From an optimization exercise on the open Yosys and OpenROAD flow, aimed at small area and a short achievable clock period; shortcuts taken in it are not production practice. In this exercise RTL edits were held to simulation tests only and were not proved equivalent to the original. Power is estimated from default activity; no workload was simulated.

--- flow/run.sh ---
#!/bin/bash
# synth_recipe.tcl (not shown) runs the flow's synth.tcl, then flattens the netlist and writes it again
# the make line also repeats each setting of config.mk as NAME=value (left out here)
make -C /OpenROAD-flow-scripts/flow DESIGN_CONFIG=/design/flow/config.mk WORK_HOME=/design/flow/orfs CLKGATE_MAP_FILE= SYNTH_SCRIPT=/design/flow/synth_recipe.tcl finish
--- flow/config.mk ---
export PLATFORM = sky130hd
export DESIGN_NAME = fp_adder_synth
export DESIGN_NICKNAME = fp_adder_synth
export VERILOG_FILES = /design/flow/design.v
export SDC_FILE = /design/flow/constraint.sdc
export NUM_CORES = 4
export LEC_CHECK = 0
export CAP_MARGIN = 20
export CORE_MARGIN = 2
export CORE_UTILIZATION = 40
export SLEW_MARGIN = 20
--- flow/constraint.sdc ---
create_clock -name core_clock -period 12.5 [get_ports {clk}]
set_input_delay 2.5000 -clock core_clock [delete_from_list [all_inputs] [get_ports {clk}]]
set_output_delay 2.5000 -clock core_clock [all_outputs]
set_load 0.01 [all_outputs]
--- flow/design.v ---
module FpAdd (
    input      [31:0] iA,
    input      [31:0] iB,
    output     [31:0] oSum
);
    wire        A_s;
    wire [7:0]  A_e;
    wire [23:0] A_f; 
    wire        B_s;
    wire [7:0]  B_e;
    wire [23:0] B_f;
    assign A_s = iA[31];
    assign A_e = iA[30:23];
    assign A_f = {1'b1, iA[22:0]};  
    assign B_s = iB[31];
    assign B_e = iB[30:23];
    assign B_f = {1'b1, iB[22:0]};
    wire A_larger;
    wire [7:0]  exp_diff_A;
    wire [7:0]  exp_diff_B;
    wire [7:0]  larger_exp;
    wire [48:0] A_f_shifted;  
    wire [48:0] B_f_shifted;
    assign exp_diff_A = B_e - A_e;  
    assign exp_diff_B = A_e - B_e;  
    assign larger_exp = (B_e > A_e) ? B_e : A_e;
    assign A_f_shifted = A_larger             ? {1'b0,  A_f, 24'b0} :
                         ({1'b0, A_f, 24'b0} >> exp_diff_A);  
    assign B_f_shifted = ~A_larger            ? {1'b0,  B_f, 24'b0} :  
                         ({1'b0, B_f, 24'b0} >> exp_diff_B);
    assign A_larger =    (A_e > B_e)                   ? 1'b1  :
                         ((A_e == B_e) && (A_f > B_f)) ? 1'b1  :
                         1'b0;
    wire [48:0] pre_sum;  
    assign pre_sum = ((A_s^B_s) &  A_larger) ? A_f_shifted - B_f_shifted :
                     ((A_s^B_s) & ~A_larger) ? B_f_shifted - A_f_shifted :
                     A_f_shifted + B_f_shifted;
    wire  [48:0] buf_pre_sum;
    wire  [7:0]  buf_larger_exp;
    wire         buf_A_e_zero;
    wire         buf_B_e_zero;
    wire  [31:0] buf_A;
    wire  [31:0] buf_B;
    wire        buf_oSum_s;
    assign    buf_pre_sum  = pre_sum;
    assign    buf_larger_exp = larger_exp;
    assign    buf_A_e_zero   = (A_e == 8'b0);
    assign    buf_B_e_zero   = (B_e == 8'b0);
    assign    buf_A          = iA;
    assign    buf_B          = iB;
    assign    buf_oSum_s     = A_larger ? A_s : B_s;
    wire [48:0] pre_frac;
    assign pre_frac = buf_pre_sum;
    wire [22:0] oSum_f;
    wire [7:0]  shft_amt;
    assign shft_amt = pre_frac[48] ? 8'd0  : pre_frac[47] ? 8'd1  :
    pre_frac[46] ? 8'd2  : pre_frac[45] ? 8'd3  :
    pre_frac[44] ? 8'd4  : pre_frac[43] ? 8'd5  :
    pre_frac[42] ? 8'd6  : pre_frac[41] ? 8'd7  :
    pre_frac[40] ? 8'd8  : pre_frac[39] ? 8'd9  :
    pre_frac[38] ? 8'd10 : pre_frac[37] ? 8'd11 :
    pre_frac[36] ? 8'd12 : pre_frac[35] ? 8'd13 :
    pre_frac[34] ? 8'd14 : pre_frac[33] ? 8'd15 :
    pre_frac[32] ? 8'd16 : pre_frac[31] ? 8'd17 :
    pre_frac[30] ? 8'd18 : pre_frac[29] ? 8'd19 :
    pre_frac[28] ? 8'd20 : pre_frac[27] ? 8'd21 :
    pre_frac[26] ? 8'd22 : pre_frac[25] ? 8'd23 :
    pre_frac[24] ? 8'd24 : pre_frac[23] ? 8'd25 :
    pre_frac[22] ? 8'd26 : pre_frac[21] ? 8'd27 :
    pre_frac[20] ? 8'd28 : pre_frac[19] ? 8'd29 :
    pre_frac[18] ? 8'd30 : pre_frac[17] ? 8'd31 :
    pre_frac[16] ? 8'd32 : pre_frac[15] ? 8'd33 :
    pre_frac[14] ? 8'd34 : pre_frac[13] ? 8'd35 :
    pre_frac[12] ? 8'd36 : pre_frac[11] ? 8'd37 :
    pre_frac[10] ? 8'd38 : pre_frac[9] ? 8'd39  :
    pre_frac[8] ? 8'd40  : pre_frac[7] ? 8'd41  :
    pre_frac[6] ? 8'd42  : pre_frac[5] ? 8'd43  :
    pre_frac[4] ? 8'd44  : pre_frac[3] ? 8'd45  :
    pre_frac[2] ? 8'd46  : pre_frac[1] ? 8'd47  :
    pre_frac[0] ? 8'd48  : 8'd49;
    wire [64:0] pre_frac_shft;  
    assign pre_frac_shft = {pre_frac, 16'b0} << (shft_amt);  
    assign oSum_f = pre_frac_shft[63:41];  
    wire [7:0] oSum_e;
    assign oSum_e = buf_larger_exp - shft_amt + 8'b1;
    wire underflow;
    assign underflow = ~oSum_e[7] && buf_larger_exp[7] && (shft_amt != 8'b0);
    assign oSum = (buf_A_e_zero && buf_B_e_zero)    ? 32'b0 :
                  buf_A_e_zero                     ? buf_B :
                  buf_B_e_zero                     ? buf_A :
                  underflow                        ? 32'b0 :
                  (pre_frac == 0)                  ? 32'b0 :
                  {buf_oSum_s, oSum_e, oSum_f};
endmodule
`timescale 1ns/10ps
module fp_adder_synth
                                (data,  
                                value, row, clk, rst);
    output [31:0] data;
    input [31:0] value;
    input [31:0] row;
    input clk;
    input rst;
    wire [31:0] value_w;
    wire [31:0] row_w;
    wire [31:0] data_w;
    D_FF_32 DF1(row_w, row, clk, rst);
    D_FF_32 DF2(value_w, value, clk, rst);
    FpAdd FP1(value_w, row_w, data_w);
    D_FF_32 DF3(data, data_w, clk, rst);
endmodule
module D_FF_32(q, in, clk, reset);  
  	output [31:0] q;
  	input [31:0] in;
  	input clk, reset;
  	reg [31:0] q;
    	always @ (posedge clk)
  	  begin
      	   if(!reset)
             q <= 32'b0;
            else
             q <= in;
      end
endmodule
==> flow_metrics.tcl, run 1 <==
set metrics [dict create \
    synth_xor_area_frac 0.04891 \
    crit_path_top_delay_cell "xor2_2" \
    place_area_mm2 0.02415 \
    num_vias 26370 \
    cts_tree "yes" \
    numPortBuffers 97 \
    cts_sinks 96 \
    layout.area.seq_mm2 0.001922 \
    p_leak_nw 10.76 \
    worstMarginPinSlew_ns 1.289 \
    instances_no_fill 3895 \
    grt_usage 0.3933 \
    worstSkewPairLatency_ns 0.36 \
    grt_pass1_wl_um 166200 \
    synthToLayoutAreaGrowth_pct 14.03 \
    core_area_mm2 0.05381 \
    ios 98 \
    crit_type "reg -> reg" \
    outcome "complete, no violations" \
    synth_edf_count 0 \
    synth.net_count 3269 \
    gp_congestion 1.035 \
    critPathRequiredTime_ns 12.77 \
    drc 0 \
    synth-compound-area-share 0.3239 \
    ant_nets 0 \
    num-nets-final 3396 \
    dieArea_mm2 0.05631 \
    cts_made_buffers 9 \
    ys_async_sr_fraction 0 \
    ys_ff_latch 96 \
    slew_headroom 0.1317 \
    dr.pass1.iters 6 \
    cts_root_buffer "clkbuf_16" \
    p_total_mw 7.462 \
    ys.flop_type "dfxtp_1" \
    n_fill_cell 5501 \
    design_area_mm2 0.02483 \
    max_stage_delay_ns 0.83 \
    power_density_mw_per_mm2 300.6 \
    drt_wl_total_um 115500 \
    fmax_mhz 82.97 \
    cts_hold_buf 0 \
    syn_area_mm2 0.02177 \
    skew_ns 0.01213 \
    vias_per_cell 6.770 \
    synth_top_family_by_area "compound AO/OA/AOI/OAI gates" \
    clkTransAtPathRegs_ns 0.07 \
    start_kind "flip-flop" \
    htreeDepth 3 \
    placed_cells 3862 \
    multi_input_area_mm2 0.01875 \
    period_minus_slack_ns 12.05 \
    clock_path_buffers 2 \
    yosys.cell_types.count 126 \
    finalCritPeriodShare 0.9642 \
    drt_iter0_markers 3558 \
    path_common_cell "a21o_1" \
    dp_hpwl_um 93550 \
    seq_area_frac_synth 0.08828 \
    end_kind "flip-flop" \
    die_w_um 237.3 \
    muxShareOfSynthArea 0.1333 \
    arrival_ns 12.32 \
    syn-mean-instance-area_um2 7.096 \
    num_rows 85 \
    n_antenna_cell 0 \
    finalSetupViolations 0 \
    slew_viol_final 0 \
    critPathMaxFanout 15 \
    synthSimpleGateAreaFrac 0.2629 \
    vdd_ir_drop_max_mv 0.2279 \
    initial_core_util 0.4046 \
    hp-class "reg -> reg" \
    timing.hold.ws_ns 0.5670 \
    first_global_vias 24437 \
    finalHoldViolCount 0 \
    synth_cells 3068 \
    grt_overflow_total 0 \
    maxCapViolCount 0 \
    yosys.area_share.adder 0.07897 \
    drive_gt1_frac 0.1297 \
    antenna_found_initial 1 \
    grt_max_degree 88 \
    die_h_um 237.3 \
    wl_per_cell_um 29.64 \
    yosys_warnings 1 \
]
-- Yosys cell counts, types with 10 or more instances --
| cell type | count | area [µm²] |
|---|---|---|
| o21bai_1 | 21 | 157.7 |
| mux2i_1 | 182 | 1822 |
| nor3_1 | 106 | 530.5 |
| and4_1 | 11 | 96.34 |
| xor2_1 | 42 | 367.9 |
| o31a_1 | 16 | 140.1 |
| a211oi_1 | 48 | 360.4 |
| nand4_1 | 34 | 212.7 |
| mux4_2 | 24 | 540.5 |
| buf_1 | 14 | 52.55 |
| dfxtp_1 | 96 | 1922 |
| o22ai_1 | 29 | 181.4 |
| a22o_1 | 15 | 131.4 |
| xnor2_1 | 64 | 560.5 |
| o21a_1 | 32 | 240.2 |
| nor3b_1 | 15 | 112.6 |
| a31o_2 | 10 | 87.58 |
| and2_1 | 103 | 644.4 |
| a21oi_1 | 229 | 1146 |
| buf_2 | 49 | 245.2 |
| a21o_1 | 78 | 585.6 |
| nor2_1 | 234 | 878.3 |
| nand2_1 | 299 | 1122 |
| and3_1 | 32 | 200.2 |
| o21ai_1 | 25 | 125.1 |
| nor2b_1 | 23 | 143.9 |
| o211ai_1 | 46 | 345.3 |
| nor4_1 | 29 | 181.4 |
| a211o_1 | 18 | 157.7 |
| o31ai_1 | 29 | 217.7 |
| a22oi_1 | 28 | 210.2 |
| a221oi_1 | 16 | 140.1 |
| clkbuf_1 | 87 | 326.6 |
| or3_1 | 40 | 250.2 |
| nand3_1 | 108 | 540.5 |
| o221ai_1 | 12 | 105.1 |
| o21ai_0 | 150 | 750.7 |
| ha_1 | 131 | 1639 |
| mux2_2 | 43 | 484.2 |
| buf_4 | 14 | 105.1 |
| or2_2 | 17 | 106.4 |
| nand2b_1 | 35 | 219.0 |
| a31oi_1 | 48 | 300.3 |
| inv_1 | 142 | 533.0 |
-- sequential cells by signal, summed over array words and instances, names as in the netlist --
name and cells:
DF3.q 32, DF2.q 32, DF1.q 32
-- per-layer routing --
layer / global-route usage / wire length, µm / vias up
li1: - / - / 11772
met1: 0.5515 / 50380 / 12725
met2: 0.5844 / 48080 / 1614
met3: 0.07119 / 10800 / 257
met4: 0.1755 / 6189 / 2
met5: 0 / 13 / -
-- cell type report --
type | instances | share of cell area
Tap cell | 696 | 0.03508
Sequential cell | 96 | 0.07742
Timing Repair Buffer | 289 | 0.09758
Clock inverter | 5 | 0.002570
Multi-Input combinational cell | 2651 | 0.7553
Inverter | 148 | 0.02243
Clock buffer | 10 | 0.009627
-- kinds of logic after synthesis --
group	count (synthesis)
AND/OR/NAND/NOR	1139
AO/OA/AOI/OAI	1010
buffers and inverters	321
multiplexers	254
adder cells (fa/ha/maj)	135
XOR/XNOR	113
flip-flops	96
-- power breakdown --
part	leakage [nW]	switching [mW]	internal [mW]
combinational	9.81	4.47	2.30
sequential	0.799	0.0450	0.361
clock	0.151	0.123	0.161
total	10.8	4.64	2.82
-- metrics by stage --
stage,TNS [ns],setup slack (ns),utilization
final,0,0.4469,0.4613
after global routing,-0.002173,-0.002173,0.4613
after CTS,0,0.06776,0.4544
after detailed placement,0,0.1403,0.4488
after global placement,0,0.2181,0.4487
after floorplan,0,0.7692,-
-- worst paths after layout --
check                  from        end  slack [ns]  cells after the start
setup / recovery  DF2.q[23]   DF3.q[4]        0.45                     43
hold reg to reg   DF1.q[29]  DF3.q[29]        0.57                      2
setup reg to reg  DF2.q[23]   DF3.q[4]        0.45                     43
hold / removal    DF1.q[29]  DF3.q[29]        0.57                      2
-- cells in the final DEF (no fill, tap or decap), types with 29 or more instances in the layout --
| cell | Yosys | routed |
|---|---|---|
| a21oi_1 | 229 | 228 |
| o22ai_1 | 29 | 29 |
| mux2i_1 | 182 | 179 |
| buf_4 | 14 | 190 |
| or3_1 | 40 | 40 |
| a31oi_1 | 48 | 47 |
| ha_1 | 131 | 125 |
| nand2b_1 | 35 | 35 |
| nand2_1 | 299 | 297 |
| xor2_1 | 42 | 40 |
| and2_1 | 103 | 102 |
| a21o_1 | 78 | 78 |
| o211ai_1 | 46 | 46 |
| and3_1 | 32 | 32 |
| a211oi_1 | 48 | 46 |
| nor2_1 | 234 | 229 |
| dfxtp_1 | 96 | 96 |
| xnor2_1 | 64 | 61 |
| o21a_1 | 32 | 32 |
| clkdlybuf4s50_1 | 0 | 96 |
| mux2_2 | 43 | 43 |
| inv_1 | 142 | 142 |
| o21ai_0 | 150 | 147 |
| nor4_1 | 29 | 29 |
| nand3_1 | 108 | 107 |
| nor3_1 | 106 | 105 |
| nand4_1 | 34 | 34 |
-- worst max-delay path, delay by kind of cell, from the launching register on --
family / cells / cell delay, ns
adders and majority gates: 5 / 1.89
DFF: 1 / 0.37
AOI/OAI and AO/OA: 18 / 4.96
and+or+nand+nor: 9 / 2.25
muxes: 3 / 0.74
xor gates and xnor gates: 4 / 1.33
buffers and inverters: 4 / 0.43
-- timing repair --
item | 4_1_cts | 5_1_grt
resized for setup | 0 | 45
hold endpoints to repair | 0 | 0
setup endpoints to repair | 0 | 32
setup buffers | 0 | 18
==> inputs of run 2 (changes only) <==
==> flow/design.v (replaced) <==
module FpAlign (
    input  [31:0] iA,
    input  [31:0] iB,
    output        oLs,
    output [7:0]  oLe,
    output [22:0] oLf,
    output [24:0] oSal,      
    output        oSticky,   
    output        oSez,      
    output        oSub
);
    wire a_larger = iA[30:0] > iB[30:0];
    wire [7:0]  a_e = iA[30:23];
    wire [7:0]  b_e = iB[30:23];
    wire [7:0]  d_ab = a_e - b_e;
    wire [7:0]  d_ba = b_e - a_e;
    wire [7:0]  d = a_larger ? d_ab : d_ba;
    wire [31:0] l = a_larger ? iA : iB;
    wire [22:0] s_f = a_larger ? iB[22:0] : iA[22:0];
    wire [7:0]  s_e = a_larger ? b_e : a_e;
    assign oLs  = l[31];
    assign oLe  = l[30:23];
    assign oLf  = l[22:0];
    assign oSub = iA[31] ^ iB[31];
    assign oSez = (s_e == 8'b0);
    wire [24:0] x = {1'b1, s_f, 1'b0};
    assign oSal = (d[7:5] != 3'b0) ? 25'b0 : (x >> d[4:0]);
    wire [22:0] mask;
    genvar i;
    generate
        for (i = 0; i < 23; i = i + 1) begin : g_mask
            assign mask[i] = (d >= i + 2);
        end
    endgenerate
    assign oSticky = (d <= 8'd47) && ((d >= 8'd25) || |(s_f & mask));
endmodule
module FpNorm (
    input         iV,
    input         iLs,
    input  [7:0]  iLe,
    input  [22:0] iLf,
    input  [24:0] iSal,
    input         iSticky,
    input         iSez,
    input         iSub,
    output [31:0] oSum
);
    wire [25:0] lsh = {2'b01, iLf, 1'b0};
    wire [25:0] pre = lsh + ({1'b0, iSal} ^ {26{iSub}}) + (iSub & ~iSticky);
    wire        z16 = (pre[25:10] == 16'b0);
    wire [25:0] n1  = z16 ? {pre[9:0], 16'b0} : pre;
    wire        z8  = (n1[25:18] == 8'b0);
    wire [25:0] n2  = z8 ? {n1[17:0], 8'b0} : n1;
    wire        z4  = (n2[25:22] == 4'b0);
    wire [25:0] n3  = z4 ? {n2[21:0], 4'b0} : n2;
    wire        z2  = (n3[25:24] == 2'b0);
    wire [25:0] n4  = z2 ? {n3[23:0], 2'b0} : n3;
    wire        z1  = ~n4[25];
    wire [25:0] n5  = z1 ? {n4[24:0], 1'b0} : n4;
    wire [4:0]  s   = {z16, z8, z4, z2, z1};
    wire [22:0] frac = n5[24:2];
    wire [7:0]  e    = iLe + 8'd1 - {3'b0, s};
    wire [25:0] top;
    genvar i;
    generate
        for (i = 0; i < 26; i = i + 1) begin : g_top
            assign top[25 - i] = ({1'b0, iLe[6:0]} + 8'd2 > i);
        end
    endgenerate
    wire underflow = iLe[7] && ((pre & top) == 26'b0);
    wire zero      = (pre == 26'b0);
    assign oSum = (!iV || iLe == 8'b0) ? 32'b0 :
                  iSez                 ? {iLs, iLe, iLf} :
                  (underflow || zero)  ? 32'b0 :
                  {iLs, e, frac};
endmodule
`timescale 1ns/10ps
module fp_adder_synth (data, value, row, clk, rst);
    output [31:0] data;
    input  [31:0] value;
    input  [31:0] row;
    input         clk;
    input         rst;
    wire        l_s;
    wire [7:0]  l_e;
    wire [22:0] l_f;
    wire [24:0] s_al;
    wire        s_sticky;
    wire        s_ez;
    wire        op_sub;
    FpAlign AL (.iA(value), .iB(row), .oLs(l_s), .oLe(l_e), .oLf(l_f),
                .oSal(s_al), .oSticky(s_sticky), .oSez(s_ez), .oSub(op_sub));
    reg         r_v;
    reg         r_ls;
    reg  [7:0]  r_le;
    reg  [22:0] r_lf;
    reg  [24:0] r_sal;
    reg         r_sticky;
    reg         r_sez;
    reg         r_sub;
    always @(posedge clk) begin
        r_v      <= rst;
        r_ls     <= l_s;
        r_le     <= l_e;
        r_lf     <= l_f;
        r_sal    <= s_al;
        r_sticky <= s_sticky;
        r_sez    <= s_ez;
        r_sub    <= op_sub;
    end
    wire [31:0] sum;
    FpNorm NM (.iV(r_v), .iLs(r_ls), .iLe(r_le), .iLf(r_lf), .iSal(r_sal),
               .iSticky(r_sticky), .iSez(r_sez), .iSub(r_sub), .oSum(sum));
    reg [31:0] data;
    always @(posedge clk) begin
        if (!rst)
            data <= 32'b0;
        else
            data <= sum;
    end
endmodule
==> run 2 against run 1 <==
Critical path depth is 15 lower; wire length is 69% lower; register-to-register slack better by 4.0 ns; die area is 52% lower; highest routed layer is now met4.
==> flow_metrics.tcl, run 2 <==
set metrics [dict create \
    worstSkewPairLatency_ns 0.37 \
    r2r_cells 28 \
    critPathMaxFanout 33 \
    power_density_mw_per_mm2 170.7 \
    maxCapViolCount 0 \
    grt_overflow_total 0 \
    arrival_ns 8.28 \
    fmax_mhz 124.5 \
    vdd_ir_drop_max_mv 0.1009 \
    synth_top_cell_area_share 0.1794 \
    largest-register "data" \
    drive_gt1_frac 0.05007 \
    p_leak_nw 5.100 \
    worstMarginPinSlew_ns 1.160 \
    layout_common_cells "nand2_1 (141), a21oi_1 (135), nor2_1 (113)" \
    cts_tree "yes" \
    vias_per_cell 6.173 \
    first_global_vias 10151 \
    grt_usage 0.2667 \
    synth_edf_count 0 \
    ys.flop_type "dfxtp_1" \
    grt_max_degree 61 \
    reg2reg_slack_ns 4.47 \
    numPortBuffers 97 \
    rr_startpoint "r_sub" \
    seq_area_frac_synth 0.1794 \
    grt_pass1_wl_um 56520 \
    ys_async_sr_fraction 0 \
    synth_cells 1409 \
    synthToLayoutAreaGrowth_pct 15.39 \
    synth.net_count 1558 \
    dr.pass1.iters 6 \
    cts_root_buffer "clkbuf_16" \
    postCtsSetupRepairBufs 0 \
    period_minus_slack_ns 8.030 \
    timing.hold.ws_ns 0.4960 \
    syn-mean-instance-area_um2 7.366 \
    setup_tns_ns 0 \
    num_vias 11037 \
    slew_viol_final 0 \
    yosys.cell_types.count 83 \
    crit_path_top_delay_cell "a2111oi_1" \
    hold_start "r_ls" \
    antenna_found_initial 0 \
    drt_iter0_markers 974 \
    gp_congestion 0.9873 \
    cts_made_buffers 9 \
    crit_type "reg -> reg" \
    worstHoldPathCells 2 \
    wl_per_cell_um 20.29 \
    synth.area.top_cells "dfxtp_1 (18%), ha_1 (9.5%), mux2i_1 (7.4%)" \
    min_to "data[31]" \
    rr_endpoint "data[30]" \
    ios 98 \
    htreeDepth 3 \
    die_w_um 165.1 \
    top_regs "data (32), r_sal (25), r_lf (23)" \
    cts_hold_buf 0 \
    yosys_warnings 1 \
    ys_ff_latch 93 \
    synth.most_common_cell "nand2_1" \
    clkTransAtPathRegs_ns 0.08 \
    end_kind "flip-flop" \
    drc 0 \
    cts_sinks 93 \
    hp-class "reg -> reg" \
    largest_register_ffs 32 \
    max_stage_delay_ns 0.73 \
    yosysTopAreaCell "dfxtp_1" \
    rsz0062_at_grt "no" \
    post_cts_resized 0 \
    layout_commonest_cell "nand2_1" \
    skew_ns 0.01539 \
    initial_core_util 0.4098 \
    ant_nets 0 \
    dieArea_mm2 0.02725 \
    start_kind "flip-flop" \
    num-nets-final 1602 \
    fin_util 0.4729 \
    core_area_mm2 0.02533 \
    critPathRequiredTime_ns 12.75 \
    drt_wl_total_um 36280 \
    synth_common_cells "nand2_1 (142), a21oi_1 (135), nor2_1 (114)" \
    n_antenna_cell 0 \
    clock_path_buffers 2 \
    dp_hpwl_um 29180 \
    die_h_um 165.1 \
    syn_area_mm2 0.01038 \
    num_rows 58 \
    finalSetupViolations 0 \
    slew_headroom 0.2166 \
    finalHoldViolCount 0 \
    finalCritPeriodShare 0.6424 \
    outcome "complete, no violations" \
]
## run 2: worst max-delay path: cells and delay by family (launching register included)
family          cells  cell delay [ns]
compound gates     12             3.36
xor+xnor            2             0.33
fa+ha+maj           5             1.48
simple gates        6             1.64
flops               1             0.31
buf+inv             3             0.76
## run 2: power by group
group	leakage (nW)	internal (mW)	switching, mW
Clock	0.155	0.160	0.133
Sequential	0.767	0.347	0.0353
Combinational	4.18	0.528	0.841
Total	5.10	1.03	1.01
## run 2: worst max-delay path by stage
stage	from	end	depth (start not counted)
after floorplan	r_sub	data[30]	31
after global placement	value[23]	r_sticky	16
after detailed placement	value[23]	r_sticky	16
after CTS	r_sub	data[30]	28
after global routing	r_sub	data[30]	28
final	r_sub	data[30]	28
## run 2: per-stage QoR
| step | cells | cell area, µm² | power [mW] | setup WS [ns] |
|---|---|---|---|---|
| 3_3_place_gp | 1770 | 11600 | 1.714 | 4.408 |
| 2_1_floorplan | 1409 | 10380 | 1.322 | 5.566 |
| 4_1_cts | 1786 | 11920 | 2.012 | 4.521 |
| 5_1_grt | 1788 | 11980 | 2.186 | 3.799 |
| 6_report | 1788 | 11980 | 2.044 | 4.470 |
| 3_5_place_dp | 1770 | 11600 | 1.714 | 4.363 |
## run 2: cell families after synthesis
logic type,Yosys count,share of synthesized area
flops,93,0.1794
compound gates,493,0.3219
simple gates,444,0.2035
fa+ha+maj,84,0.1039
mux,86,0.08403
buf+inv,155,0.06172
xor+xnor,54,0.04557
## run 2: final cells by class
cell class	instances	area [µm²]
Clock inverter	7	92.59
Sequential cell	93	1862
Inverter	68	255.2
Timing Repair Buffer	120	1184
Fill cell	2551	13350
Multi-Input combinational cell	1161	7945
Clock buffer	9	225.2
Tap cell	330	412.9
## run 2: routing by layer
layer  up-vias  wire length [µm]  share of wire  track usage
met4         0              1709          0.047       0.1289
met2       471             16320           0.45       0.4314
met5         -                 0              0            0
met3        97              2220          0.061      0.02922
met1      5178             16040           0.44       0.3539
li1       5291                 -              -            -
==> inputs of run 3 (changes only) <==
==> flow/design.v (replaced) <==
module FpAlign (
    input  [31:0] iA,
    input  [31:0] iB,
    output        oLs,
    output [7:0]  oLe,
    output [22:0] oLf,
    output [24:0] oSal,      
    output        oSticky,   
    output        oSub
);
    wire [7:0]  a_e = iA[30:23];
    wire [7:0]  b_e = iB[30:23];
    wire        a_larger = iA[30:0] > iB[30:0];
    wire        e_gt = a_e > b_e;
    wire        e_eq = a_e == b_e;
    wire [7:0]  d = e_gt ? a_e - b_e : b_e - a_e;
    wire [22:0] s_f  = e_gt ? iB[22:0] : iA[22:0];
    wire [22:0] s_fq = a_larger ? iB[22:0] : iA[22:0];
    assign oLs  = a_larger ? iA[31] : iB[31];
    assign oLe  = e_gt ? a_e : b_e;
    assign oLf  = a_larger ? iA[22:0] : iB[22:0];
    assign oSub = iA[31] ^ iB[31];
    wire   sez = (a_e == 8'b0) || (b_e == 8'b0);
    wire [24:0] x = {1'b1, s_f, 1'b0};
    assign oSal = e_eq ? {1'b1, s_fq, 1'b0} :
                  (sez || d[7:5] != 3'b0) ? 25'b0 : (x >> d[4:0]);
    wire [22:0] mask;
    genvar i;
    generate
        for (i = 0; i < 23; i = i + 1) begin : g_mask
            assign mask[i] = (d >= i + 2);
        end
    endgenerate
    assign oSticky = !sez && (d <= 8'd47) && ((d >= 8'd25) || |(s_f & mask));
endmodule
module FpNorm (
    input         iV,
    input         iLs,
    input  [7:0]  iLe,
    input  [22:0] iLf,
    input  [24:0] iSal,
    input         iSticky,
    input         iSub,
    output [31:0] oSum
);
    wire [25:0] lsh = {2'b01, iLf, 1'b0};
    wire [25:0] pre = lsh + ({1'b0, iSal} ^ {26{iSub}}) + (iSub & ~iSticky);
    reg [4:0] s;
    integer k;
    always @* begin
        s = 5'd31;
        for (k = 0; k < 26; k = k + 1)
            if (pre[k]) s = 25 - k;
    end
    wire [25:0] n5 = pre << s;
    wire [22:0] frac = n5[24:2];
    wire [7:0]  e    = iLe + 8'd1 - {3'b0, s};
    wire [25:0] top;
    genvar i;
    generate
        for (i = 0; i < 26; i = i + 1) begin : g_top
            assign top[25 - i] = ({1'b0, iLe[6:0]} + 8'd2 > i);
        end
    endgenerate
    wire underflow = iLe[7] && ((pre & top) == 26'b0);
    wire zero      = (pre == 26'b0);
    assign oSum = (!iV || iLe == 8'b0) ? 32'b0 :
                  (underflow || zero)  ? 32'b0 :
                  {iLs, e, frac};
endmodule
`timescale 1ns/10ps
module fp_adder_synth (data, value, row, clk, rst);
    output [31:0] data;
    input  [31:0] value;
    input  [31:0] row;
    input         clk;
    input         rst;
    wire        l_s;
    wire [7:0]  l_e;
    wire [22:0] l_f;
    wire [24:0] s_al;
    wire        s_sticky;
    wire        op_sub;
    FpAlign AL (.iA(value), .iB(row), .oLs(l_s), .oLe(l_e), .oLf(l_f),
                .oSal(s_al), .oSticky(s_sticky), .oSub(op_sub));
    reg         r_v;
    reg         r_ls;
    reg  [7:0]  r_le;
    reg  [22:0] r_lf;
    reg  [24:0] r_sal;
    reg         r_sticky;
    reg         r_sub;
    always @(posedge clk) begin
        r_v      <= rst;
        r_ls     <= l_s;
        r_le     <= l_e;
        r_lf     <= l_f;
        r_sal    <= s_al;
        r_sticky <= s_sticky;
        r_sub    <= op_sub;
    end
    wire [31:0] sum;
    FpNorm NM (.iV(r_v), .iLs(r_ls), .iLe(r_le), .iLf(r_lf), .iSal(r_sal),
               .iSticky(r_sticky), .iSub(r_sub), .oSum(sum));
    reg [31:0] data;
    always @(posedge clk) begin
        if (!rst)
            data <= 32'b0;
        else
            data <= sum;
    end
endmodule
==> run 3 against run 2 <==
Wire length down 7.7%; die area up 1.6%; area after synthesis up 1.6%; critical endpoint is now r_sal[18]; combinational power up 13%; utilization down 1.3 points; clock power down 12%; maximum frequency up 8.9%; non-clock buffer count down 11; largest power group unchanged; largest cell class unchanged; sequential power down 3%; clock skew down 0.0078 ns; still clean; worst setup slack better by 0.66 ns; first-iteration DRC count down 21%.
==> flow_metrics.tcl, run 3 <==
set metrics [dict create \
    p_leak_nw 4.998 \
    instances_no_fill 1742 \
    synth.area.top_cells "dfxtp_1 (17%), ha_1 (9.4%), mux2i_1 (8.6%)" \
    synthToLayoutAreaGrowth_pct 13.32 \
    finalCritPeriodShare 0.5899 \
    worstMarginPinSlew_ns 0.9315 \
    largest_register_ffs 32 \
    yosysTopAreaCell "dfxtp_1" \
    hp-class "reg -> reg" \
    critPathMaxFanout 35 \
    synth_cells 1362 \
    yosys_warnings 2 \
    outcome "complete, no violations" \
    routed.top_layer "met4" \
    num_vias 10540 \
    layout_commonest_cell "a21oi_1" \
    core_area_mm2 0.02598 \
    period_minus_slack_ns 7.374 \
    largest-register "data" \
    cts_hold_buf 0 \
    post_cts_resized 0 \
    max_stage_delay_ns 0.70 \
    die_h_um 166.4 \
    drt_iter0_markers 769 \
    numPortBuffers 97 \
    yosys.cell_types.count 95 \
    synth.most_common_cell "a21oi_1" \
    critPathRequiredTime_ns 12.75 \
    ys_async_sr_fraction 0 \
    worstSkewPairLatency_ns 0.35 \
    drc 0 \
    clkTransAtPathRegs_ns 0.07 \
    num-nets-final 1552 \
    worst_slack_ns 5.126 \
    n_antenna_cell 0 \
    slew_viol_final 0 \
    skew_ns 0.007617 \
    vdd_ir_drop_max_mv 0.08599 \
    vias_per_cell 6.051 \
    synth.net_count 1511 \
    ios 98 \
    grt_usage 0.2348 \
    initial_core_util 0.4059 \
    antenna_found_initial 0 \
    grt_max_degree 36 \
    route.met3.wl_um 1514 \
    power_density_mw_per_mm2 182.1 \
    num_rows 59 \
    dr.pass1.iters 5 \
    synth_edf_count 0 \
    syn-mean-instance-area_um2 7.743 \
    wl_met1_um 15280 \
    drive_gt1_frac 0.07747 \
    setup_tns_ns 0 \
    seq_area_frac_synth 0.1746 \
    arrival_ns 7.63 \
    drt_wl_total_um 33490 \
    crit_chain "clkdlybuf4s50_1 -> inv_1 -> ha_1 -> buf_4 -> and4_1 -> and2_1 -> or2_1 -> mux2_2 -> a21oi_1 -> xnor2_1 -> o311a_1 -> o2111ai_1 -> or3_1 -> nor2_1 -> o2bb2ai_1" \
    slew_headroom 0.3763 \
    ys_ff_latch 92 \
    syn_area_mm2 0.01055 \
    pre_cts_slack_ns 4.826 \
    finalHoldViolCount 0 \
    crit_type "in -> reg" \
    wl_per_cell_um 19.22 \
    dp_hpwl_um 26760 \
    postCtsSetupRepairBufs 0 \
    layout_common_cells "a21oi_1 (124), clkdlybuf4s50_1 (97), dfxtp_1 (92)" \
    finalSetupViolations 0 \
    grt_pass1_wl_um 53480 \
    crit_path_top_delay_cell "and2_1" \
    ant_nets 0 \
    dieArea_mm2 0.02768 \
    die_w_um 166.4 \
    placed_cells 1727 \
    synth_top_cell_area_share 0.1746 \
    cts_tree "yes" \
    top_regs "data (32), r_sal (25), r_lf (23)" \
    end_kind "flip-flop" \
    cts_sinks 92 \
    clock_path_buffers 2 \
    fmax_mhz 135.6 \
    first_global_vias 10034 \
    rsz0062_at_grt "no" \
    start_kind "input port" \
    n_fill_cell 2609 \
    route.met2.wl_um 15800 \
    ys.flop_type "dfxtp_1" \
    cts_root_buffer "clkbuf_16" \
    maxCapViolCount 0 \
    synth_common_cells "a21oi_1 (124), dfxtp_1 (92), mux2i_1 (91)" \
    htreeDepth 3 \
    grt_overflow_total 0 \
    gp_congestion 0.9205 \
    cts_made_buffers 9 \
]
==> run 3: changes by cell type after synthesis, sizes merged, moves of 15 or more <==
cell	previous run	this run
buf	25	40
nor3	26	61
nand2	142	86
mux2	9	32
nor2	114	84
o21ai	103	77
a211oi	22	40
clkbuf	62	39
==> run 3: kinds of logic after synthesis <==
kind of cell,Yosys count,share of synthesized area
and+or+nand+nor,385,0.1844
buffers and inverters,159,0.06371
muxes,124,0.1227
xor gates and xnor gates,57,0.04734
DFF,92,0.1746
adders and majority gates,84,0.1023
AOI/OAI and AO/OA,461,0.3050
==> run 3: layout make-up <==
type                            instances  area (µm²)  area share
Tap cell                              335       419.2     0.03507
Timing Repair Buffer                  109        1061     0.08878
Inverter                               80       300.3     0.02513
Clock buffer                           10       239.0     0.02000
Multi-Input combinational cell       1111        8054      0.6739
Sequential cell                        92        1842      0.1541
Clock inverter                          5       36.28    0.003036
==> run 3: critical path: cells and delay by family <==
family                     cells  cell delay, ns
and+or+nand+nor                5            2.38
muxes                          1            0.39
buffers and inverters          3            1.03
adders and majority gates      1            0.28
xor gates and xnor gates       1            0.17
AOI/OAI and AO/OA              4            0.87
==> run 3: layer usage <==
layer,vias to the layer above,GRT usage
met5,-,0
met4,0,0.08133
met3,60,0.02026
met2,356,0.3999
met1,4941,0.3116
li1,5183,-
==> run 3: power breakdown <==
group / internal (mW) / leakage [nW] / switching (mW)
registers: 0.347 / 0.760 / 0.0231
logic: 0.593 / 4.11 / 0.956
clock network: 0.139 / 0.127 / 0.118
total: 1.08 / 5.00 / 1.10
==> run 3: worst paths after layout <==
path / from / end / slack [ns] / cells past startpoint
worst max-delay path: value[23] / r_sal[18] / 5.13 / 15
worst min-delay path: r_ls / data[31] / 0.51 / 2
worst max register to register: r_sub / data[30] / 5.67 / 22
worst min register to register: r_ls / data[31] / 0.51 / 2
==> run 3: stage by stage <==
step	hold WS, ns	utilization	total power, mW	instance area (µm²)
floorplan	0.3936	-	1.504	10550
global placement	0.5467	0.4493	1.893	11680
detailed placement	0.5445	0.4493	1.895	11680
CTS	0.5494	0.4599	2.158	11950
global route	0.5387	0.4599	2.343	11950
finish	0.5140	0.4599	2.177	11950
==> inputs of run 4 (changes only) <==
--- a/flow/config.mk
+++ b/flow/config.mk
@@ -8,4 +8,5 @@
 export CAP_MARGIN = 20
 export CORE_MARGIN = 2
 export CORE_UTILIZATION = 40
+export SETUP_SLACK_MARGIN = 5
 export SLEW_MARGIN = 20
==> run 4 against run 3 <==
Largest cell class unchanged; register-to-register slack is essentially flat; global-route usage is the same; critical path depth is the same; total power is essentially flat; non-clock buffer count is the same; combinational power is essentially flat; first-iteration DRC count is the same; final cell count is the same; area after synthesis is the same; via count is essentially flat; hold slack is essentially flat; die area is the same.
==> flow_metrics.tcl, run 4 <==
set metrics [dict create \
    cts_tree "yes" \
    synth.area.top_cells "dfxtp_1 (17%), ha_1 (9.4%), mux2i_1 (8.6%)" \
    syn_area_mm2 0.01055 \
    critPathMaxFanout 35 \
    initial_core_util 0.4059 \
    setup_tns_ns 0 \
    hold_start "r_ls" \
    worstMarginPinSlew_ns 0.9317 \
    skew_ns 0.007615 \
    worst_slack_ns 5.369 \
    cts_made_buffers 9 \
    ios 98 \
    die_w_um 166.4 \
    grt_most_used_layer "met2" \
    grt_util_met2 0.3999 \
    synth_top_cell_area_share 0.1746 \
    numPortBuffers 97 \
    gp_congestion 0.9205 \
    met1_usage 0.3116 \
    yosys.cell_types.count 95 \
    grt_pass1_wl_um 53480 \
    layout.area.seq_mm2 0.001842 \
    clkTransAtPathRegs_ns 0.07 \
    first_global_vias 10034 \
    p_total_mw 2.176 \
    drc 0 \
    ys_ff_latch 92 \
    hp-class "reg -> reg" \
    outcome "complete, no violations" \
    synthToLayoutAreaGrowth_pct 13.33 \
    slew_headroom 0.3762 \
    cts_sinks 92 \
    end_kind "flip-flop" \
    rsz0062_at_grt "no" \
    ys.flop_type "dfxtp_1" \
    period_minus_slack_ns 7.131 \
    core_area_mm2 0.02598 \
    num_rows 59 \
    dieArea_mm2 0.02768 \
    largest_register_ffs 32 \
    drt_iter0_markers 769 \
    dr.pass1.iters 6 \
    yosysTopAreaCell "dfxtp_1" \
    finalHoldViolCount 0 \
    top_regs "data (32), r_sal (25), r_lf (23)" \
    arrival_ns 7.39 \
    grtUsageMet3 0.02026 \
    crit_type "in -> reg" \
    slew_viol_final 0 \
    critPathLaunch "value[23]" \
    crit_chain "clkdlybuf4s50_1 -> inv_1 -> ha_1 -> buf_4 -> and4_1 -> and2_2 -> or2_1 -> mux2_2 -> a21oi_1 -> xnor2_1 -> o311a_1 -> o2111ai_1 -> or3_1 -> nor2_1 -> o2bb2ai_1" \
    num_vias 10543 \
    grt_max_degree 36 \
    grt_usage 0.2348 \
    timing.hold.ws_ns 0.5143 \
    fmax_mhz 140.2 \
    antenna_found_initial 0 \
    n_fill_cell 2609 \
    wl_per_cell_um 19.23 \
    finalSetupViolations 0 \
    critPathRequiredTime_ns 12.76 \
    drive_gt1_frac 0.07818 \
    layout_commonest_cell "a21oi_1" \
    rr_startpoint "r_sub" \
    grt_overflow_total 0 \
    worstSkewPairLatency_ns 0.35 \
    synth.most_common_cell "a21oi_1" \
    dp_hpwl_um 26760 \
    syn-mean-instance-area_um2 7.743 \
    yosys_warnings 2 \
    multi_input_area_mm2 0.008055 \
    vdd_ir_drop_max_mv 0.08598 \
    die_h_um 166.4 \
    clock_path_buffers 2 \
    maxCapViolCount 0 \
    finalCritPeriodShare 0.5705 \
    synth_edf_count 0 \
    p_leak_nw 4.999 \
    layout_common_cells "a21oi_1 (124), clkdlybuf4s50_1 (97), dfxtp_1 (92)" \
    pre_cts_slack_ns 4.826 \
    synth.net_count 1511 \
    power_density_mw_per_mm2 182.0 \
    ant_nets 0 \
    ys_async_sr_fraction 0 \
    n_antenna_cell 0 \
    seq_area_frac_synth 0.1746 \
    synth_cells 1362 \
    num-nets-final 1552 \
    cts_root_buffer "clkbuf_16" \
    start_kind "input port" \
    max_stage_delay_ns 0.63 \
    crit_path_top_delay_cell "or3_1" \
    vias_per_cell 6.052 \
    cts_hold_buf 0 \
    largest-register "data" \
    synth_common_cells "a21oi_1 (124), dfxtp_1 (92), mux2i_1 (91)" \
    htreeDepth 3 \
    drt_wl_total_um 33490 \
]
==> run 4: cell count changes in the layout (fill, tap and decap cells not counted) <==
cell | before | now
and2_1 | 12 | 11
and2_2 | 0 | 1
==> run 4: power by group <==
group	switching, mW	leakage [nW]	internal, mW
clock network	0.118	0.127	0.139
logic	0.955	4.11	0.593
registers	0.0231	0.760	0.347
==> run 4: worst paths after layout <==
kind / slack [ns] / cells after the start / to
worst min register to register: 0.51 / 2 / data[31]
worst max register to register: 5.68 / 22 / data[30]
worst min-delay path: 0.51 / 2 / data[31]
worst max-delay path: 5.37 / 15 / r_sal[18]
==> run 4: final cells by class <==
cell class,count,area share
well taps,335,0.03507
inverters,80,0.02512
clock inverters,5,0.003036
flip-flops and latches,92,0.1541
repair buffers,109,0.08877
clock buffers,10,0.01999
multi-input cells,1111,0.6739
==> run 4: repair_timing <==
action | in CTS | in global routing
gates resized for setup | 0 | 1
setup buffers | 0 | 0
setup endpoints to repair | 0 | 9
==> run 4: routing by layer <==
| layer | vias to the layer above | part of all wire | wire length (µm) |
|---|---|---|---|
| li1 | 5176 | - | - |
| met1 | 4940 | 0.46 | 15280 |
| met2 | 367 | 0.47 | 15820 |
| met3 | 60 | 0.045 | 1502 |
| met4 | 0 | 0.026 | 881 |
| met5 | - | 0 | 0 |
==> run 4: cell families after synthesis <==
| group | Yosys count | share of synthesized area |
|---|---|---|
| XOR/XNOR | 57 | 0.04734 |
| AND/OR/NAND/NOR | 385 | 0.1844 |
| adder cells (fa/ha/maj) | 84 | 0.1023 |
| buffers and inverters | 159 | 0.06371 |
| flip-flops | 92 | 0.1746 |
| multiplexers | 124 | 0.1227 |
| AO/OA/AOI/OAI | 461 | 0.3050 |
==> run 4: critical path, delay by kind of cell <==
family | cells | cell delay, ns
AO/OA/AOI/OAI | 4 | 0.88
adder cells (fa/ha/maj) | 1 | 0.28
XOR/XNOR | 1 | 0.17
multiplexers | 1 | 0.39
AND/OR/NAND/NOR | 5 | 2.11
buffers and inverters | 3 | 1.03
==> run 4: per-stage QoR <==
stage,std cells,cell area (µm²),utilization
after floorplan,1362,10550,-
after global placement,1727,11680,0.4493
after detailed placement,1727,11680,0.4493
after CTS,1742,11950,0.4599
after global routing,1742,11950,0.4600
final,1742,11950,0.4600
==> inputs of run 5 (changes only) <==
--- a/flow/design.v
+++ b/flow/design.v
@@ -13,17 +13,20 @@
     wire        a_larger = iA[30:0] > iB[30:0];
     wire        e_gt = a_e > b_e;
     wire        e_eq = a_e == b_e;
+    wire        sub  = iA[31] ^ iB[31];
     wire [7:0]  d = e_gt ? a_e - b_e : b_e - a_e;
     wire [22:0] s_f  = e_gt ? iB[22:0] : iA[22:0];
     wire [22:0] s_fq = a_larger ? iB[22:0] : iA[22:0];
     assign oLs  = a_larger ? iA[31] : iB[31];
     assign oLe  = e_gt ? a_e : b_e;
     assign oLf  = a_larger ? iA[22:0] : iB[22:0];
-    assign oSub = iA[31] ^ iB[31];
+    assign oSub = sub;
     wire   sez = (a_e == 8'b0) || (b_e == 8'b0);
-    wire [24:0] x = {1'b1, s_f, 1'b0};
-    assign oSal = e_eq ? {1'b1, s_fq, 1'b0} :
-                  (sez || d[7:5] != 3'b0) ? 25'b0 : (x >> d[4:0]);
+    wire [24:0] x   = {1'b1, s_f, 1'b0} ^ {25{sub}};
+    wire [24:0] xq  = {1'b1, s_fq, 1'b0} ^ {25{sub}};
+    wire [55:0] xs  = {{31{sub}}, x} >> d[4:0];
+    assign oSal = e_eq ? xq :
+                  (sez || d[7:5] != 3'b0) ? {25{sub}} : xs[24:0];
     wire [22:0] mask;
     genvar i;
     generate
@@ -44,7 +47,7 @@
     output [31:0] oSum
 );
     wire [25:0] lsh = {2'b01, iLf, 1'b0};
-    wire [25:0] pre = lsh + ({1'b0, iSal} ^ {26{iSub}}) + (iSub & ~iSticky);
+    wire [25:0] pre = lsh + {iSub, iSal} + (iSub & ~iSticky);
     reg [4:0] s;
     integer k;
     always @* begin
@@ -52,7 +55,11 @@
         for (k = 0; k < 26; k = k + 1)
             if (pre[k]) s = 25 - k;
     end
-    wire [25:0] n5 = pre << s;
+    wire [25:0] n1 = s[4] ? {pre[9:0], 16'b0} : pre;
+    wire [25:0] n2 = s[3] ? {n1[17:0], 8'b0} : n1;
+    wire [25:0] n3 = s[2] ? {n2[21:0], 4'b0} : n2;
+    wire [25:0] n4 = s[1] ? {n3[23:0], 2'b0} : n3;
+    wire [25:0] n5 = s[0] ? {n4[24:0], 1'b0} : n4;
     wire [22:0] frac = n5[24:2];
     wire [7:0]  e    = iLe + 8'd1 - {3'b0, s};
     wire [25:0] top;
==> run 5 against run 4 <==
Largest power group unchanged; largest cell class unchanged; wire length up 10%; still clean on timing, DRC and antenna; critical path type unchanged; worst setup slack worse by 0.0076 ns; utilization about the same; final area up 2.8%.
==> flow_metrics.tcl, run 5 <==
set metrics [dict create \
    outcome "complete, no violations" \
    cts_tree "yes" \
    post_cts_resized 0 \
    top_regs "data (32), r_sal (25), r_lf (23)" \
    rr_endpoint "data[30]" \
    syn-mean-instance-area_um2 7.549 \
    ant_nets 0 \
    antenna_found_initial 1 \
    htreeDepth 3 \
    critPathRequiredTime_ns 12.71 \
    synthSimpleGateAreaFrac 0.1898 \
    synth_cells 1430 \
    worstMarginPinSlew_ns 1.004 \
    drc 0 \
    n_antenna_cell 0 \
    synth_top_cell_area_share 0.1706 \
    die_w_um 168.3 \
    grt_overflow_total 0 \
    finalCritPeriodShare 0.5711 \
    wl_per_cell_um 20.36 \
    yosys.cell_types.count 96 \
    skew_ns 0.01376 \
    hp-class "reg -> reg" \
    grtUsageMet3 0.05454 \
    num-nets-final 1616 \
    maxCapViolCount 0 \
    hold_start "r_ls" \
    syn_area_mm2 0.01080 \
    min_to "data[31]" \
    grt_util_met2 0.4070 \
    instances_no_fill 1813 \
    postCtsSetupRepairBufs 0 \
    gp_congestion 0.9771 \
    period_minus_slack_ns 7.139 \
    start_kind "input port" \
    critPathMaxFanout 43 \
    power_density_mw_per_mm2 184.5 \
    met1_usage 0.3384 \
    end_kind "flip-flop" \
    ios 98 \
    vias_per_cell 6.023 \
    first_global_vias 10178 \
    synth.most_common_cell "nand2_1" \
    crit_type "in -> reg" \
    drt_wl_total_um 36910 \
    p_total_mw 2.267 \
    worstSkewPairLatency_ns 0.36 \
    cts_root_buffer "clkbuf_16" \
    synth_xor_area_frac 0.06467 \
    yosys.area_share.adder 0.09991 \
    drive_gt1_frac 0.06793 \
    synth-compound-area-share 0.2877 \
    synth_top_family_by_area "compound AO/OA/AOI/OAI gates" \
    synth.area.top_cells "dfxtp_1 (17%), mux2i_1 (9.3%), ha_1 (9.2%)" \
    r2r_cells 22 \
    fmax_mhz 140.1 \
    arrival_ns 7.35 \
    initial_core_util 0.4039 \
    drt_iter0_markers 859 \
    seq_area_frac_synth 0.1706 \
    finalHoldViolCount 0 \
    synthToLayoutAreaGrowth_pct 13.80 \
    reg2reg_slack_ns 5.91 \
    slew_viol_final 0 \
    layout_commonest_cell "nand2_1" \
    cts_sinks 92 \
    fin_util 0.4597 \
    worstHoldPathCells 1 \
    dp_hpwl_um 29060 \
    placed_cells 1797 \
    largest_register_ffs 32 \
    setup_tns_ns 0 \
    finalSetupViolations 0 \
    cts_hold_buf 0 \
    numPortBuffers 97 \
    ys_ff_latch 92 \
    muxShareOfSynthArea 0.1240 \
    die_h_um 168.3 \
    clock_path_buffers 2 \
    core_area_mm2 0.02673 \
    yosys_warnings 2 \
    num_vias 10920 \
    vdd_ir_drop_max_mv 0.1022 \
    layout_common_cells "nand2_1 (130), a21oi_1 (119), mux2i_1 (100)" \
    ys_async_sr_fraction 0 \
    slew_headroom 0.3305 \
    dr.pass1.iters 7 \
    synth_edf_count 0 \
    grt_most_used_layer "met2" \
    largest-register "data" \
    p_leak_nw 4.931 \
    ys.flop_type "dfxtp_1" \
    yosysTopAreaCell "dfxtp_1" \
    grt_pass1_wl_um 57130 \
    num_rows 60 \
    cts_made_buffers 9 \
    synth.net_count 1579 \
    rsz0062_at_grt "no" \
    grt_max_degree 53 \
    grt_usage 0.2546 \
    synth_common_cells "nand2_1 (130), a21oi_1 (119), mux2i_1 (100)" \
    dieArea_mm2 0.02832 \
    clkTransAtPathRegs_ns 0.08 \
    rr_startpoint "r_sub" \
]
==> run 5: cell count changes in the layout (fill, tap and decap cells not counted), sizes merged, moves of 10 or more <==
cell	previous run	this run
xor2	37	15
a22o	3	17
o21ai	77	114
mux2	32	18
a211oi	40	20
nand2	86	130
nor3	61	51
nor2	84	100
xnor2	20	63
==> run 5: worst max-delay path by stage <==
stage          startpoint         to  slack [ns]  cells past startpoint
3_5_place_dp    value[23]   r_sal[9]        4.81                     15
6_report        value[27]   r_sal[3]        5.36                     15
4_1_cts         value[23]   r_sal[9]        5.19                     15
2_1_floorplan   value[23]   r_sal[3]        6.66                     17
3_3_place_gp    value[23]   r_sal[9]        4.91                     15
5_1_grt         value[23]  r_sal[23]        5.04                     15
==> run 5: layer usage <==
layer | share of wire | wire length, µm
met1 | 0.44 | 16180
met2 | 0.45 | 16700
met4 | 0.032 | 1174
met5 | 0 | 0
met3 | 0.077 | 2858
==> run 5: where the power goes <==
group | internal, mW | total (mW) | switching, mW | leakage [nW]
clock | 0.160 | 0.291 | 0.130 | 0.152
sequential | 0.368 | 0.396 | 0.0288 | 0.769
combinational | 0.619 | 1.58 | 0.961 | 4.01
==> run 5: layout make-up <==
cell class / count / area, µm²
Clock buffer: 9 / 225.2
Clock inverter: 7 / 91.34
Fill cell: 2729 / 14440
Inverter: 72 / 270.3
Multi-Input combinational cell: 1180 / 8343
Sequential cell: 92 / 1842
Tap cell: 341 / 426.7
Timing Repair Buffer: 112 / 1087
==> run 5: worst max-delay path, stage by stage <==
cell and delay [ns]:
clkdlybuf4s50_1 0.57, inv_1 0.07, ha_1 0.38, and2_1 0.21, nand3_2 0.15, or2_2 0.61, nand2_1 0.36, buf_6 0.31
a21oi_1 0.73, mux2i_1 0.30, xnor2_1 0.10, o21ai_0 0.46, o21ai_0 0.15, a221oi_1 0.34, a211oi_1 0.08
==> run 5: cell families after synthesis <==
family,after synthesis
and+or+nand+nor,427
muxes,124
buffers and inverters,158
AOI/OAI and AO/OA,467
xor gates and xnor gates,78
DFF,92
adders and majority gates,84
==> run 5: stage by stage <==
step                      setup WS, ns  hold slack (ns)  area, µm²
after floorplan                  6.662           0.4057      10800
after global placement           4.912           0.4142      11940
after detailed placement         4.809           0.4139      11940
after CTS                        5.193           0.4331      12250
after global routing             5.038           0.4445      12290
final                            5.361           0.4282      12290
==> inputs of run 6 (changes only) <==
==> flow/flow/run.sh (new file) <==
#!/bin/bash
# Standard synthesis and layout; the port buffers use plain buffers instead
# of the default delay cells, and timing repair aims for more setup slack.
set -euo pipefail
bash standard.sh BUFFER_PORTS_ARGS="-buffer_cell sky130_fd_sc_hd__buf_2" SETUP_SLACK_MARGIN=7 finish > standard.log 2>&1
==> flow/standard.sh (new file) <==
#!/bin/bash
# synth_recipe.tcl (not shown) runs the flow's synth.tcl, then flattens the netlist and writes it again
# the make line also repeats each setting of config.mk as NAME=value (left out here)
make -C /OpenROAD-flow-scripts/flow DESIGN_CONFIG=/design/flow/config.mk WORK_HOME=/design/flow/orfs CLKGATE_MAP_FILE= SYNTH_SCRIPT=/design/flow/synth_recipe.tcl "${@:-finish}"
--- a/flow/config.mk
+++ b/flow/config.mk
@@ -8,5 +8,4 @@
 export CAP_MARGIN = 20
 export CORE_MARGIN = 2
 export CORE_UTILIZATION = 40
-export SETUP_SLACK_MARGIN = 5
 export SLEW_MARGIN = 20
removed: flow/run.sh
==> run 6 against run 5 <==
First-iteration DRC count increased by 23%; clock-buffer cell count unchanged; total power increased by 5.3%; synthesized cell count unchanged; wire length increased by 8.7%; still clean on timing, DRC and antenna; largest power group unchanged; critical path type unchanged.
==> flow_metrics.tcl, run 6 <==
set metrics [dict create \
    outcome "complete, no violations" \
    grt_usage 0.2681 \
    n_fill_cell 2684 \
    drive_gt1_frac 0.2235 \
    num_vias 11734 \
    reg2reg_slack_ns 7.04 \
    worstMarginPinSlew_ns 0.9133 \
    finalCritPeriodShare 0.4498 \
    cts_tree "yes" \
    p_leak_nw 5.459 \
    largest_register_ffs 32 \
    start_kind "input port" \
    yosys_warnings 2 \
    crit_path_top_delay_cell "fa_2" \
    cts_root_buffer "clkbuf_16" \
    rsz0062_at_grt "yes" \
    syn_area_mm2 0.01080 \
    vias_per_cell 6.238 \
    setup_tns_ns 0 \
    die_h_um 168.3 \
    cts_made_buffers 9 \
    rr_startpoint "r_sub" \
    finalSetupViolations 0 \
    antenna_found_initial 1 \
    worst_slack_ns 6.878 \
    synth_edf_count 0 \
    num_rows 60 \
    num-nets-final 1683 \
    cts_sinks 92 \
    cts_hold_buf 0 \
    r2r_cells 24 \
    dieArea_mm2 0.02832 \
    first_global_vias 10746 \
    numPortBuffers 97 \
    critPathMaxFanout 6 \
    syn-mean-instance-area_um2 7.549 \
    min_to "data[31]" \
    clock_path_buffers 2 \
    ys_async_sr_fraction 0 \
    initial_core_util 0.4039 \
    crit_type "in -> reg" \
    place_area_mm2 0.01149 \
    synthToLayoutAreaGrowth_pct 21.66 \
    synth_top_cell_area_share 0.1706 \
    synth.area.top_cells "dfxtp_1 (17%), mux2i_1 (9.3%), ha_1 (9.2%)" \
    drc 0 \
    gp_congestion 0.9756 \
    grt_pass1_wl_um 59850 \
    worstSkewPairLatency_ns 0.36 \
    synth_common_cells "nand2_1 (130), a21oi_1 (119), mux2i_1 (100)" \
    multi_input_area_mm2 0.009062 \
    arrival_ns 5.86 \
    ios 98 \
    design_area_mm2 0.01313 \
    layout.area.seq_mm2 0.001843 \
    synth_cells 1430 \
    rr_endpoint "data[30]" \
    fmax_mhz 177.9 \
    layout_commonest_cell "nand2_1" \
    drt_wl_total_um 40110 \
    period_minus_slack_ns 5.622 \
    ant_nets 0 \
    synth.most_common_cell "nand2_1" \
    skew_ns 0.01311 \
    critPathTopFamily "compound AO/OA/AOI/OAI gates" \
    crit_cells 20 \
    ys_ff_latch 92 \
    yosys.cell_types.count 96 \
    timing.hold.ws_ns 0.4310 \
    hold_start "r_ls" \
    pre_cts_slack_ns 5.190 \
    htreeDepth 3 \
    slew_viol_final 0 \
    slew_headroom 0.3868 \
    clkTransAtPathRegs_ns 0.08 \
    hp-class "reg -> reg" \
    worstHoldPathCells 1 \
    synth.net_count 1579 \
    drt_iter0_markers 1058 \
    grt_max_degree 71 \
    die_w_um 168.3 \
    max_stage_delay_ns 0.36 \
    end_kind "flip-flop" \
    dp_hpwl_um 28710 \
    crit_chain "buf_12 -> inv_12 -> ha_4 -> inv_2 -> fa_2 -> a21o_1 -> a21oi_4 -> o221a_4 -> nor2_4 -> buf_12 -> mux2_4 -> o2111ai_2 -> o211ai_1 -> nor4_4 -> buf_4 -> buf_4 -> nand2_8 -> o32ai_2 -> a31oi_2 -> xnor2_1" \
    dr.pass1.iters 7 \
    top_regs "data (32), r_sal (25), r_lf (23)" \
    layout_common_cells "nand2_1 (120), a21oi_1 (106), buf_2 (98)" \
    power_density_mw_per_mm2 181.7 \
    seq_area_frac_synth 0.1706 \
    grt_overflow_total 0 \
    core_area_mm2 0.02673 \
    ys.flop_type "dfxtp_1" \
    fin_util 0.4914 \
    path_buf_inv 6 \
    vdd_ir_drop_max_mv 0.09329 \
    critPathRequiredTime_ns 12.73 \
    maxCapViolCount 0 \
    largest-register "data" \
    yosysTopAreaCell "dfxtp_1" \
    wl_per_cell_um 21.33 \
    finalHoldViolCount 0 \
]
## run 6: cell counts after synthesis
No cell type changed its count.
## run 6: worst max-delay path by stage
stage | start | to | slack (ns)
3_5_place_dp | value[28] | r_sal[23] | 5.19
6_report | value[23] | r_sal[23] | 6.88
5_1_grt | value[23] | r_sal[18] | 6.76
3_3_place_gp | value[27] | r_sal[23] | 5.24
2_1_floorplan | value[23] | r_sal[22] | 6.85
4_1_cts | value[23] | r_sal[2] | 6.88
## run 6: layout make-up
cell class / count / area share
multi-input combinational: 1186 / 0.6900
tap: 341 / 0.03249
clock inverter: 7 / 0.004287
timing repair buffer: 173 / 0.09384
inverter: 72 / 0.02172
clock buffer: 9 / 0.01715
sequential: 92 / 0.1403
antenna: 1 / 0.0001905
## run 6: metal layers
metal	part of all wire	vias up	track usage	wire, µm
li1	-	5498	-	-
met1	0.41	5482	0.3385	16570
met2	0.45	618	0.4276	17870
met3	0.092	136	0.06323	3677
met4	0.050	0	0.1349	1990
met5	0	-	0	0
## run 6: cell families after synthesis
group	share of synthesized area
xor+xnor	0.06467
flops	0.1706
compound gates	0.2877
fa+ha+maj	0.09991
buf+inv	0.06328
simple gates	0.1898
mux	0.1240
## run 6: through the flow
| stage | std cells | power, mW |
|---|---|---|
| after floorplan | 1430 | 1.510 |
| after global placement | 1795 | 1.893 |
| after detailed placement | 1795 | 1.897 |
| after CTS | 1858 | 2.285 |
| after global routing | 1880 | 2.537 |
| final | 1881 | 2.386 |
## run 6: timing repair
action | in CTS | in global routing
pin swaps | 27 | 25
buffers inserted | 39 | 19
gates resized for setup | 83 | 65
endpoints found under the setup margin | 31 | 29
gates cloned | 8 | 3
## run 6: power by group
group / switching, mW / total, mW / internal (mW)
Sequential: 0.0275 / 0.395 / 0.367
Clock: 0.130 / 0.269 / 0.139
Combinational: 1.05 / 1.72 / 0.669
Total: 1.21 / 2.39 / 1.17
## run 6: worst register-to-register path, delay by kind of cell, from the launching register on
family / cells / cell delay [ns]
compound gates: 9 / 2.18
fa+ha+maj: 5 / 1.38
simple gates: 4 / 0.67
buf+inv: 4 / 0.41
flops: 1 / 0.39
xor+xnor: 2 / 0.35
==> inputs of run 7 (changes only) <==
--- a/flow/design.v
+++ b/flow/design.v
@@ -8,25 +8,22 @@
     output        oSticky,   
     output        oSub
 );
+    wire a_larger = iA[30:0] > iB[30:0];
     wire [7:0]  a_e = iA[30:23];
     wire [7:0]  b_e = iB[30:23];
-    wire        a_larger = iA[30:0] > iB[30:0];
-    wire        e_gt = a_e > b_e;
-    wire        e_eq = a_e == b_e;
-    wire        sub  = iA[31] ^ iB[31];
-    wire [7:0]  d = e_gt ? a_e - b_e : b_e - a_e;
-    wire [22:0] s_f  = e_gt ? iB[22:0] : iA[22:0];
-    wire [22:0] s_fq = a_larger ? iB[22:0] : iA[22:0];
-    assign oLs  = a_larger ? iA[31] : iB[31];
-    assign oLe  = e_gt ? a_e : b_e;
-    assign oLf  = a_larger ? iA[22:0] : iB[22:0];
-    assign oSub = sub;
+    wire [7:0]  d_ab = a_e - b_e;
+    wire [7:0]  d_ba = b_e - a_e;
+    wire [7:0]  d = a_larger ? d_ab : d_ba;
+    wire [31:0] l = a_larger ? iA : iB;
+    wire [22:0] s_f = a_larger ? iB[22:0] : iA[22:0];
+    wire [7:0]  s_e = a_larger ? b_e : a_e;
+    assign oLs  = l[31];
+    assign oLe  = l[30:23];
+    assign oLf  = l[22:0];
+    assign oSub = iA[31] ^ iB[31];
     wire   sez = (a_e == 8'b0) || (b_e == 8'b0);
-    wire [24:0] x   = {1'b1, s_f, 1'b0} ^ {25{sub}};
-    wire [24:0] xq  = {1'b1, s_fq, 1'b0} ^ {25{sub}};
-    wire [55:0] xs  = {{31{sub}}, x} >> d[4:0];
-    assign oSal = e_eq ? xq :
-                  (sez || d[7:5] != 3'b0) ? {25{sub}} : xs[24:0];
+    wire [24:0] x = {1'b1, s_f, 1'b0};
+    assign oSal = (sez || d[7:5] != 3'b0) ? 25'b0 : (x >> d[4:0]);
     wire [22:0] mask;
     genvar i;
     generate
@@ -47,7 +44,7 @@
     output [31:0] oSum
 );
     wire [25:0] lsh = {2'b01, iLf, 1'b0};
-    wire [25:0] pre = lsh + {iSub, iSal} + (iSub & ~iSticky);
+    wire [25:0] pre = lsh + ({1'b0, iSal} ^ {26{iSub}}) + (iSub & ~iSticky);
     reg [4:0] s;
     integer k;
     always @* begin
@@ -55,11 +52,7 @@
         for (k = 0; k < 26; k = k + 1)
             if (pre[k]) s = 25 - k;
     end
-    wire [25:0] n1 = s[4] ? {pre[9:0], 16'b0} : pre;
-    wire [25:0] n2 = s[3] ? {n1[17:0], 8'b0} : n1;
-    wire [25:0] n3 = s[2] ? {n2[21:0], 4'b0} : n2;
-    wire [25:0] n4 = s[1] ? {n3[23:0], 2'b0} : n3;
-    wire [25:0] n5 = s[0] ? {n4[24:0], 1'b0} : n4;
+    wire [25:0] n5 = pre << s;
     wire [22:0] frac = n5[24:2];
     wire [7:0]  e    = iLe + 8'd1 - {3'b0, s};
     wire [25:0] top;
--- a/flow/config.mk
+++ b/flow/config.mk
@@ -5,6 +5,7 @@
 export SDC_FILE = /design/flow/constraint.sdc
 export NUM_CORES = 4
 export LEC_CHECK = 0
+export ABC_AREA = 1
 export CAP_MARGIN = 20
 export CORE_MARGIN = 2
 export CORE_UTILIZATION = 40
==> run 7 against run 6 <==
Clock-buffer cell count up 1; global-route usage down 0.66 points; total power down 15%; final area down 11%; critical path depth up 4; wire length down 18%; area after synthesis down 13%; critical endpoint is now r_sticky.
==> flow_metrics.tcl, run 7 <==
set metrics [dict create \
    finalCritPeriodShare 0.4307 \
    grt_overflow_total 0 \
    largest-register "data" \
    grt_max_degree 54 \
    num-nets-final 1805 \
    yosysTopAreaCell "dfxtp_1" \
    hp-class "reg -> reg" \
    gp_congestion 0.9602 \
    rsz0062_at_grt "yes" \
    seq_area_frac_synth 0.1971 \
    critPathRequiredTime_ns 12.74 \
    num_vias 10536 \
    wl_per_cell_um 16.67 \
    yosys_warnings 2 \
    synth.net_count 1681 \
    first_global_vias 9647 \
    outcome "complete, no violations" \
    ant_nets 0 \
    grt_usage 0.2615 \
    ys_async_sr_fraction 0 \
    layout.area.seq_mm2 0.001846 \
    n_antenna_cell 0 \
    period_minus_slack_ns 5.384 \
    clkTransAtPathRegs_ns 0.07 \
    worstMarginPinSlew_ns 0.6831 \
    slew_viol_final 0 \
    maxCapViolCount 0 \
    critPathMaxFanout 7 \
    yosys.cell_types.count 57 \
    core_area_mm2 0.02278 \
    synth.area.top_cells "dfxtp_1 (20%), nand2_1 (16%), ha_1 (11%)" \
    num_rows 55 \
    htreeDepth 3 \
    p_total_mw 2.035 \
    syn_area_mm2 0.009343 \
    finalSetupViolations 0 \
    p_leak_nw 5.912 \
    arrival_ns 5.63 \
    synth_common_cells "nand2_1 (402), inv_1 (195), nand3_1 (159)" \
    power_density_mw_per_mm2 174.0 \
    cts_root_buffer "clkbuf_16" \
    cts_hold_buf 0 \
    crit_type "in -> reg" \
    drive_gt1_frac 0.2031 \
    ios 98 \
    crit_path_top_delay_cell "fa_2" \
    grt_pass1_wl_um 50410 \
    drt_wl_total_um 32880 \
    clock_path_buffers 2 \
    vias_per_cell 5.343 \
    synthToLayoutAreaGrowth_pct 25.20 \
    dr.pass1.iters 8 \
    synth_top_cell_area_share 0.1971 \
    finalHoldViolCount 0 \
    setup_tns_ns 0 \
    numPortBuffers 97 \
    ys_ff_latch 92 \
    start_kind "input port" \
    synth.most_common_cell "nand2_1" \
    die_w_um 156.8 \
    layout_commonest_cell "nand2_1" \
    cts_tree "yes" \
    synth_edf_count 0 \
    place_area_mm2 0.01001 \
    layout_common_cells "nand2_1 (382), inv_1 (184), nand3_1 (159)" \
    vdd_ir_drop_max_mv 0.07153 \
    drt_iter0_markers 813 \
    die_h_um 156.8 \
    antenna_found_initial 0 \
    synth_cells 1531 \
    ys.flop_type "dfxtp_1" \
]
-- run 7: changes by cell type in the layout (fill, tap and decap cells not counted), sizes merged, moves of 25 or more --
cell | previous run | this run
xnor2 | 63 | 5
a21oi | 124 | 81
nand2 | 131 | 427
inv | 76 | 198
o21ai | 114 | 147
a21o | 30 | 4
mux2i | 100 | 4
nand3 | 32 | 166
xor2 | 15 | 40
nor3 | 51 | 26
-- run 7: logic make-up after synthesis --
| family | after synthesis | synth area share |
|---|---|---|
| AND/OR/NAND/NOR | 762 | 0.3556 |
| XOR/XNOR | 45 | 0.04299 |
| multiplexers | 4 | 0.004286 |
| buffers and inverters | 258 | 0.1101 |
| AO/OA/AOI/OAI | 286 | 0.1742 |
| adder cells (fa/ha/maj) | 84 | 0.1157 |
| flip-flops | 92 | 0.1971 |
-- run 7: layer usage --
| layer | vias to the layer above | GRT usage | share of wire |
|---|---|---|---|
| li1 | 5285 | - | - |
| met1 | 4749 | 0.3295 | 0.42 |
| met2 | 423 | 0.4522 | 0.48 |
| met3 | 79 | 0.03019 | 0.060 |
| met4 | 0 | 0.1062 | 0.037 |
| met5 | - | 0 | 0 |
-- run 7: final timing paths --
path            from  endpoint  slack (ns)  cells past startpoint
max          row[23]  r_sticky        7.12                     24
min             r_ls  data[31]        0.41                      2
max reg2reg    r_sub  data[29]        7.31                     39
min reg2reg     r_ls  data[31]        0.41                      2
-- run 7: area by class of cell --
cell class | count | share of cell area
multi-input combinational | 1186 | 0.6089
sequential | 92 | 0.1578
timing repair buffer | 157 | 0.1024
inverter | 206 | 0.07070
tap | 313 | 0.03348
clock buffer | 10 | 0.01957
clock inverter | 5 | 0.005241
timing repair inverter | 3 | 0.001925
-- run 7: timing repair --
item,in CTS,in global routing
gates resized for setup,57,175
pin swaps,6,43
gates cloned,8,7
endpoints found under the setup margin,39,29
setup buffers,15,34
-- run 7: worst max-delay path, delay by kind of cell --
family	cells	cell delay, ns
AO/OA/AOI/OAI	5	0.74
adder cells (fa/ha/maj)	2	0.56
buffers and inverters	7	0.74
AND/OR/NAND/NOR	10	1.07
-- run 7: where the power goes --
group,switching (mW),internal [mW]
logic,0.902,0.488
clock network,0.124,0.155
registers,0.0233,0.343
total,1.05,0.986
-- run 7: through the flow --
stage          instances  utilization  hold WS (ns)  setup WS (ns)
2_1_floorplan       1531            -        0.3936          7.171
3_3_place_gp        1893       0.4393        0.4015          4.667
3_5_place_dp        1893       0.4393        0.3993          4.542
4_1_cts             1931       0.4722        0.4111          6.981
5_1_grt             1972       0.5135        0.4681          6.870
6_report            1972       0.5135        0.4106          7.116

Setup slack of run 7, layout unchanged: 7.116 ns with ideal ports, 7.137 ns with driving cells assumed (clock clkbuf_16, inputs buf_2), 6.740 ns with port delays also shifted by the 0.397 ns mid clock arrival.
